Context: an optimization exercise on an open-source flow, tuned for small area, a short achievable clock period and few clock cycles per item. The choices shown serve that exercise and are no tape-out recipe. In this exercise RTL edits were held to simulation tests only and were not proved equivalent to the original.

## flow/design.v (module list and top-level ports; edited modules follow where they fit)
// module INV_IP: 250 lines
// module EC_TOP: 1397 lines
// module EC_FA: 6 lines
// module EC_HA: 6 lines
module EC_TOP(
    clk, rst_n, in_valid,
    in_Px, in_Py, in_Qx, in_Qy, in_prime, in_a,
    out_valid, out_Rx, out_Ry
);
  // ...
==> flow/flow/run.sh <==
#!/bin/bash
# Own layout flow:
#  1. the standard synthesis (standard.sh synth), unchanged;
#  2. an area-oriented re-mapping (ABC amap) of the combinational standard
#     cells only: flip-flops, full/half adders and tie cells stay as they are,
#     so the registers keep their names and cell types;
#  3. the standard layout from floorplan to finish, with buf_1 port buffers.
# Each tool writes its full output to a log file in the work folder.
set -euo pipefail
W="$PWD"
RES="$W/orfs/results/$FLOW_PLATFORM/EC_TOP/base"
bash standard.sh synth > "$W/synth.log" 2>&1
cp "$RES/1_2_yosys.v" "$W/1_2_yosys_standard.v"
REMAP_IN="$W/1_2_yosys_standard.v" REMAP_OUT="$RES/1_2_yosys.v" \
  yosys -c flow/remap.tcl > "$W/remap.log" 2>&1
rm -f "$RES/1_synth.odb"
export BUFFER_PORTS_ARGS="-buffer_cell sky130_fd_sc_hd__buf_1"
bash standard.sh > "$W/layout.log" 2>&1
==> flow/flow/amap.abc <==
strash
dch
amap
topo
stime -c
==> flow/flow/remap.tcl <==
# Re-map the combinational cells of the standard synthesis for area.
# Flip-flops, full/half adders and tie cells are kept as they are.
yosys -import
set lib $::env(FLOW_HOME)/platforms/$::env(FLOW_PLATFORM)/lib/sky130_fd_sc_hd__tt_025C_1v80.lib
set top $::env(FLOW_TOP)
set flat $::env(PWD)/remap_flat.v
# 1. the other cells as their logic functions
read_liberty -ignore_miss_func $lib
read_verilog $::env(REMAP_IN)
hierarchy -check -top $top
blackbox sky130_fd_sc_hd__df* sky130_fd_sc_hd__fa_* sky130_fd_sc_hd__ha_* sky130_fd_sc_hd__conb_*
flatten
opt_clean -purge
select $top
write_verilog -noattr -selected $flat
select -clear
design -reset
# 2. map that logic again
read_liberty -lib $lib
read_verilog $flat
hierarchy -check -top $top
techmap
opt -fast
set dont {}
foreach c {probe_p_8 probec_p_8 lpflow_*} { lappend dont -dont_use sky130_fd_sc_hd__$c }
abc -liberty $lib {*}$dont -script [file dirname [info script]]/amap.abc
opt_clean -purge
setundef -zero
hilomap -singleton -hicell sky130_fd_sc_hd__conb_1 HI -locell sky130_fd_sc_hd__conb_1 LO
insbuf -buf sky130_fd_sc_hd__buf_4 A X
opt_clean -purge
check -assert
tee -o $::env(PWD)/remap_stat.txt stat -liberty $lib
write_verilog -noattr -nohex -nodec $::env(REMAP_OUT)
==> flow/standard.sh <==
#!/bin/bash
# synth_recipe.tcl (not shown) runs the flow's synth.tcl, then flattens the netlist and writes it again
# the make line also repeats each setting of config.mk as NAME=value (left out here)
make -C /OpenROAD-flow-scripts/flow DESIGN_CONFIG=/design/flow/config.mk WORK_HOME=/design/flow/orfs CLKGATE_MAP_FILE= SYNTH_SCRIPT=/design/flow/synth_recipe.tcl "${@:-finish}"
==> flow/config.mk <==
export PLATFORM = sky130hd
export DESIGN_NAME = EC_TOP
export DESIGN_NICKNAME = EC_TOP
export VERILOG_FILES = /design/flow/design.v
export SDC_FILE = /design/flow/constraint.sdc
export NUM_CORES = 4
export LEC_CHECK = 0
export ABC_AREA = 1
export CAP_MARGIN = 20
export CORE_MARGIN = 2
export CORE_UTILIZATION = 40
export SLEW_MARGIN = 20
export SYNTH_HIERARCHICAL = 1
export SYNTH_MEMORY_MAX_BITS = 16384
==> flow/constraint.sdc <==
create_clock -name core_clock -period 220.0 [get_ports {clk}]
set_input_delay 44.0000 -clock core_clock [delete_from_list [all_inputs] [get_ports {clk}]]
set_output_delay 44.0000 -clock core_clock [all_outputs]
set_load 0.01 [all_outputs]
==> out/results.tsv, run 1 <==
metric	value	unit
outcome	no timing/DRC/antenna violations	
tap_cells	402	
wl_met3	2.57	mm
clkTransAtPathRegs	0.05	ns
largest_cell_class	multi-input combinational cells	
seq_share	4.53	%
cp_top_family	adder cells	
crit_type	in -> reg	
post_cts_resize_count	0	
avgSynthCellArea	8.69	sq um
nFillCells	3148	
maxCapViolCount	0	
syn_area	12800	sq um
highest_layer	met4	
dr.pass1.iters	6	
n_antenna_cell	0	
final.period_utilization	38.6	%
dp_cells	1945	
grt_busiest_layer	met2	
cpPeakStageDelay	0.68	ns
multi_input_gates	1193	
slew_headroom	38.6	%
signal_buffers	77	
wl_per_cell	19.6	microns
path_depth	141	
worstPathMaxFanout	10	
die_h	183	microns
nNonClkInverters	242	
dieArea	33600	sq um
core	31600	sq um
grt_util_met2	40.7	%
Testbench counts, summed over its fixed seeds: cycles 3,208, items 3,200.
==> run 2, diff against run 1 <==
--- a/flow/flow/remap.tcl
+++ b/flow/flow/remap.tcl
@@ -9,5 +9,5 @@
 read_verilog $::env(REMAP_IN)
 hierarchy -check -top $top
-blackbox sky130_fd_sc_hd__df* sky130_fd_sc_hd__fa_* sky130_fd_sc_hd__ha_* sky130_fd_sc_hd__conb_*
+blackbox sky130_fd_sc_hd__df* sky130_fd_sc_hd__fa_* sky130_fd_sc_hd__ha_* sky130_fd_sc_hd__conb_* {*}[expr {[info exists ::env(REMAP_KEEP)] ? $::env(REMAP_KEEP) : ""}]
 flatten
 opt_clean -purge
==> run 2 against run 1 <==
Still clean on timing, DRC and antenna. Hold slack stayed put. Non-clock buffer count unchanged. Core utilization unchanged. Largest cell class unchanged. Critical endpoint unchanged. Cell area unchanged. Sequential share of layout area unchanged. Routed wire length stayed put. Synthesized cell count did not move.
==> out/results.tsv, run 2 <==
metric	value	unit	change
vias	11684		unchanged
cts_made_buffers	5		unchanged
seqCellArea	626	sq um	unchanged
nFillCells	3148		unchanged
setup_viol	0		unchanged
cpPeakStageDelay	0.68	ns	about the same
viasPerCell	5.98		unchanged
finalInstanceArea	13800	sq um	unchanged
placed_cell_area	13700	sq um	unchanged
maxCapViolCount	0		unchanged
area_growth	7.55	%	unchanged
report.final.hold_viol_count	0		unchanged
die_x	183	microns	unchanged
outcome	no timing/DRC/antenna violations		unchanged
syn_area	12800	sq um	unchanged
final_common_cell	nor2_1		unchanged
cts_root_buf	clkbuf_16		unchanged
fin_cells	1953		unchanged
rows	65		unchanged
utilization	43.8	%	unchanged
yosys_warnings	8		unchanged
path_buf_inv	31		unchanged
postCtsHoldBufs	0		unchanged
layout_common_cells	nor2_1 (313), fa_1 (288), clkinv_1 (242), o22ai_1 (97), ha_1 (83)		unchanged
end_kind	flip-flop		unchanged
max_freq	11.8	MHz	unchanged
n_antenna_cell	0		unchanged
multi_input_area	11200	sq um	unchanged
min_path_type	in -> async		unchanged
grt_pass1_vias	12023		unchanged
post-route-drc-count	0		unchanged
drt_iter0_markers	1277		unchanged
netlist_instances	1478		unchanged
io_buffer_count	51		unchanged
m1WireLength	15.7	mm	unchanged
place.gp.congestion	0.986		unchanged
dieArea	33600	sq um	unchanged
clkTransAtPathRegs	0.05	ns	about the same
cts_tree	built		unchanged
grt_max_degree	41		unchanged
drive_above_1_share	2.71	%	unchanged
grt_overflow_total	0		unchanged
cts.sinks	31		unchanged
final.period_utilization	38.6	%	unchanged
dp_cells	1945		unchanged
grt_pass1_wl	63.0	mm	unchanged
fin_tns_setup	0	ns	unchanged
drt-total-wl	38.3	mm	unchanged
nets	1960		unchanged
start_util	40.7	%	unchanged
clock_path_buffers	2		unchanged
worstPathRequired	220.16	ns	about the same
startpoint	in_Px[2]		unchanged
synth_nets	1888		unchanged
cp_top_family	adder cells		unchanged
rsz0062_at_grt	false		unchanged
dr.pass1.iters	6		unchanged
ant_nets	0		unchanged
maxSlewViolCount	0		unchanged
h-tree-depth	2		unchanged
highest_layer	met4		unchanged
die_h	183	microns	unchanged
cts_setup_buffers	0		unchanged
slew_headroom	38.6	%	unchanged
dr_wl_met2	18.5	mm	unchanged
post_cts_resize_count	0		unchanged
critPathSlowestCell	o21ai_0		unchanged
crit_top_cell	fa_1		unchanged
avgSynthCellArea	8.69	sq um	unchanged
pin_count	52		unchanged
period_minus_slack	84.86	ns	unchanged
grt.total_usage	23.6	%	unchanged
core	31600	sq um	unchanged
wl_per_cell	19.6	microns	unchanged
tightest_slew	0.909	ns	unchanged
worst-endpoint-arrival	85.02	ns	about the same
dp_hpwl	30.7	mm	unchanged
cp-start-kind	input pin		unchanged
worstPathMaxFanout	10		unchanged
wl_met3	2.57	mm	unchanged
crit_type	in -> reg		unchanged
antenna_found_initial	0		unchanged
==> run 2: how the worst max path moves through the flow <==
stage,to,slack [ns],cells after the start
2_1_floorplan,s_q[3]$_DFF_P_,139.10,144
3_3_place_gp,s_q[3]$_DFF_P_,136.36,143
3_5_place_dp,s_q[3]$_DFF_P_,135.14,144
4_1_cts,s_q[3]$_DFF_P_,135.43,144
5_1_grt,s_q[3]$_DFF_P_,131.91,137
6_report,s_q[3]$_DFF_P_,135.14,141
==> run 2: layout make-up <==
cell class | count | area share [%]
timing repair buffer | 77 | 2.84
inverter | 242 | 6.58
clock inverter | 3 | 0.145
sequential | 31 | 4.53
clock buffer | 5 | 0.906
tap | 402 | 3.64
multi-input combinational | 1193 | 81.4
==> run 2: through the flow <==
stage          setup slack [ns]  hold slack, ns
6_report                 135.14           43.47
5_1_grt                  131.91           43.46
3_5_place_dp             135.14           43.76
2_1_floorplan            139.10           43.70
3_3_place_gp             136.36           43.76
4_1_cts                  135.43           43.46
==> run 2: per-layer routing <==
layer	vias up	track usage, %
met5	-	0
met2	545	40.7
met3	134	1.83
met1	5730	31.2
li1	5275	-
met4	0	8.83

what the ideal ports hide:
The results above use ideal ports. As a check the final layouts listed here were re-extracted and re-timed, cells and wires unchanged. Step 1, drivers: a clkbuf_16 drives clk and a buf_2 each remaining input, both assumed. Step 2 adds t to the input delays and takes it off the output delays; t is the mean of the earliest and latest rising clock arrival at the registers after step 1. Input paths then give back, and output paths get back, about the clock's delay inside the block. Slacks: no drivers / after step 1 / after step 2; pairs: no drivers / after step 1.
run	t, ns	slack for setup (ns)	worst setup path at the end	latest minus earliest clock arrival (ns)	cell pins on the clock port's net
run 1	0.308	135.140 / 135.145 / 134.837	input to register	0.005 / 0.004	1
run 2	0.308	135.140 / 135.145 / 134.837	input to register	0.005 / 0.004	1
After both steps setup and hold are still met in every run listed.
